Context: an optimization exercise on an open-source flow, tuned for small area. The choices shown serve that exercise and are no tape-out recipe.
Power is estimated from default activity; no workload was simulated.

Setup of job 8739:
Design top_module_d11, start of the top module:
module top_module_d11(
    i_clk,
    i_reset,
    i_start,
    i_load,
    i_enc_dec,
    i_pt1,
    i_pt2,
    i_key1,
    i_key2,
    i_r,
    o_ct1,
    o_ct2,
    o_done
);
input  i_start;
input  i_clk;
input  i_reset;
input  i_enc_dec;
input  i_load;
input  [191 : 0] i_r;
input  [63 : 0] i_pt1;
input  [63 : 0] i_pt2;
input  [127 : 0] i_key1;
input  [127 : 0] i_key2;
output wire [63 : 0] o_ct1;
output wire [63 : 0] o_ct2;
output wire o_done;
localparam [2:0] P_IDLE = 3'd0, P_W0 = 3'd1, P_SP = 3'd2, P_MX = 3'd3,
                 P_SRF = 3'd4, P_SRB = 3'd5, P_WT = 3'd6, P_BP = 3'd7;
reg [2:0] phase;
reg       hi;      
reg [2:0] rm;      
reg [4:0] cnt;
reg [3:0] c16;
reg [4:0] c17;
reg       dec;
reg       done_reg;
reg [3:0] s1 [0:15];    
reg [3:0] s2 [0:15];
reg [3:0] ka1 [0:15];   
reg [3:0] ka2 [0:15];
reg [3:0] kb1 [0:16];   
reg [3:0] kb2 [0:16];
wire idle  = (phase == P_IDLE);
wire ld    = idle & i_load;
reg  busy;              
wire sh    = ~(i_load & ~busy);
wire st_sp = (phase == P_SP);
wire st_bp = (phase == P_BP);
wire st_mx = (phase == P_MX);
wire st_sr = (phase == P_SRF) | (phase == P_SRB);
reg sr_big;
always @(*) begin
    case (cnt[3:0])
        4'd1, 4'd2, 4'd3: sr_big = 1'b1;
        4'd6:             sr_big = 1'b1;
        4'd7, 4'd11:      sr_big = (phase == P_SRF);
        4'd5, 4'd9:       sr_big = (phase == P_SRB);
        default:          sr_big = 1'b0;
    endcase
end
wire mx_h   = st_mx & (cnt[2:0] == 3'd0);
wire mx_big = st_mx & (cnt[2:0] != 3'd0) & (cnt[2:0] <= 3'd4);
wire mh_off = cnt[4] ^ cnt[3];
wire big    = st_sp | st_bp | mx_big | (st_sr & sr_big);
wire hi_rnd = hi;
wire r_first = ~hi & (rm == 3'd0);
wire r_last  = hi & (rm == 3'd0);
wire r_mid   = ~hi & (rm == 3'd5);
wire a_en   = hi_rnd & (st_sp | st_bp);
wire key_en = (st_sp & ~hi_rnd) | st_bp;
wire w_en   = (r_first & st_sp) | (r_last & st_bp);
wire use_kp = dec ^ hi;
wire align  = (c17 == 5'd16);
wire align16 = (c16 == 4'd15);
wire [2:0] rc_m = rm;
wire       rc_flip = hi_rnd ^ dec;
reg [3:0] rc_tab;
always @(*) begin
    case ({rc_m, c17[3:0]})
        7'd16: rc_tab = 4'h1;
        7'd17: rc_tab = 4'h3;
        7'd18: rc_tab = 4'h1;
        7'd19: rc_tab = 4'h9;
  ...
Size in the first run: about 2000 cells after synthesis, ~710 I/O pins.
Settings: LEC_CHECK=0, ABC_AREA=1, CAP_MARGIN=20, CORE_MARGIN=2, CORE_UTILIZATION=40, CTS_BUF_LIST=sky130_fd_sc_hd__clkbuf_4 sky130_fd_sc_hd__clkbuf_8, CTS_CLUSTER_DIAMETER=40, CTS_CLUSTER_SIZE=12, SETUP_SLACK_MARGIN=0.1, SLEW_MARGIN=20; clock period 6.0 ns.
standard.sh (not shown) runs the stock make flow with config.mk's settings and CLKGATE_MAP_FILE= SYNTH_SCRIPT=/design/flow/synth_recipe.tcl, a recipe that flattens the netlist after the stock synthesis.
==> flow/flow/run.sh <==
#!/bin/bash
set -euo pipefail
export BUFFER_PORTS_ARGS="-buffer_cell sky130_fd_sc_hd__buf_1"
bash standard.sh > standard.log 2>&1
Job 8739 was carried through to the last stage, and its layout satisfied the timing, design-rule and antenna checks.
### job 8739 -> job 9311
# job 8739
export LEC_CHECK = 0
export ABC_AREA = 1
export CAP_MARGIN = 20
export CORE_MARGIN = 2
export CORE_UTILIZATION = 40
export CTS_BUF_LIST = sky130_fd_sc_hd__clkbuf_4 sky130_fd_sc_hd__clkbuf_8
export CTS_CLUSTER_DIAMETER = 40
export CTS_CLUSTER_SIZE = 12
export SETUP_SLACK_MARGIN = 0.1
export SLEW_MARGIN = 20
create_clock -name core_clock -period 6.0 [get_ports {i_clk}]
# job 9311
export LEC_CHECK = 0
export ABC_AREA = 1
export CAP_MARGIN = 20
export CORE_MARGIN = 2
export CORE_UTILIZATION = 40
export CTS_BUF_LIST = sky130_fd_sc_hd__clkbuf_4
export CTS_CLUSTER_DIAMETER = 45
export CTS_CLUSTER_SIZE = 10
export SETUP_SLACK_MARGIN = 0.1
export SLEW_MARGIN = 20
create_clock -name core_clock -period 6.0 [get_ports {i_clk}]
Results
Register clock-pin slew on the reported worst setup and hold paths delta for job 9311 relative to job 8739: 30 ps higher
Of job 9311 and job 8739, it is job 9311 that has the lower total met2 wirelength after detailed routing.
Comparing job 8739 and job 9311, the higher sequential share of layout area is on job 9311.
Met3 usage in global routing: job 9311 vs job 8739 up 0.40 points
Inputs modified between job 9311 and job 1169:
# job 9311
export LEC_CHECK = 0
export ABC_AREA = 1
export CAP_MARGIN = 20
export CORE_MARGIN = 2
export CORE_UTILIZATION = 40
export CTS_BUF_LIST = sky130_fd_sc_hd__clkbuf_4
export CTS_CLUSTER_DIAMETER = 45
export CTS_CLUSTER_SIZE = 10
export SETUP_SLACK_MARGIN = 0.1
export SLEW_MARGIN = 20
create_clock -name core_clock -period 6.0 [get_ports {i_clk}]
# job 1169
export LEC_CHECK = 0
export ABC_AREA = 1
export CAP_MARGIN = 20
export CORE_MARGIN = 2
export CORE_UTILIZATION = 40
export CTS_BUF_LIST = sky130_fd_sc_hd__clkbuf_8
export CTS_CLUSTER_DIAMETER = 60
export CTS_CLUSTER_SIZE = 20
export SETUP_SLACK_MARGIN = 0.1
export SLEW_MARGIN = 20
create_clock -name core_clock -period 6.0 [get_ports {i_clk}]
Results
- [job 1169 vs job 9311] post-route met1 wirelength: lower in job 1169
- [compare] base=job 9311 new=job 1169: global-route track usage on met1 went up by 0.66 points, total length of routed met2 wires went up by 0.73%, internal cell power went up by about 0.6%, detailed route wirelength on metal3 went down by 1.9%, worst-margin pin slew went up by 19 ps.
- Taking job 9311 as the reference point, the final critical-path share of the clock period of job 1169 rises by 0.50 points.
- Comparing filler cell count in the final layout for job 9311 and job 1169, the smaller number came from job 1169.
- Lower met3 usage in global routing was reported by job 1169, not job 9311.
- On job 1169: net switching power is 140 uW higher than what job 9311 gave.
- Between job 9311 and job 1169, the fmax is lower for job 1169.
No run of this note included a check of the RTL's function; only the layout flow was run.

## static timing again, ports no longer ideal
No port has a modelled driver above. Below, the same layouts with a new extraction and two added sets of constraints.
Step 1 sets driving cells, clkbuf_16 on the clock port and buf_2 on the other inputs (assumed; they add their load-dependent delay and slew).
Step 2 moves the port delays by t, midway between the first and last clock arrival at a register: inputs arrive t later, outputs are due t later. That takes back most of the time a late clock gives input paths.
Three values: no drivers, after step 1, after step 2; two values: the first two.
run	shift t [ns]	slack for setup (ns)	clock arrival spread, ns
job 8739	0.698	2.099 / 2.099 / 2.099	0.043 / 0.043
job 9311	0.871	2.121 / 2.121 / 2.121	0.060 / 0.060
job 1169	0.694	2.090 / 2.090 / 2.090	0.047 / 0.048
After both steps setup and hold are still met in every run listed.
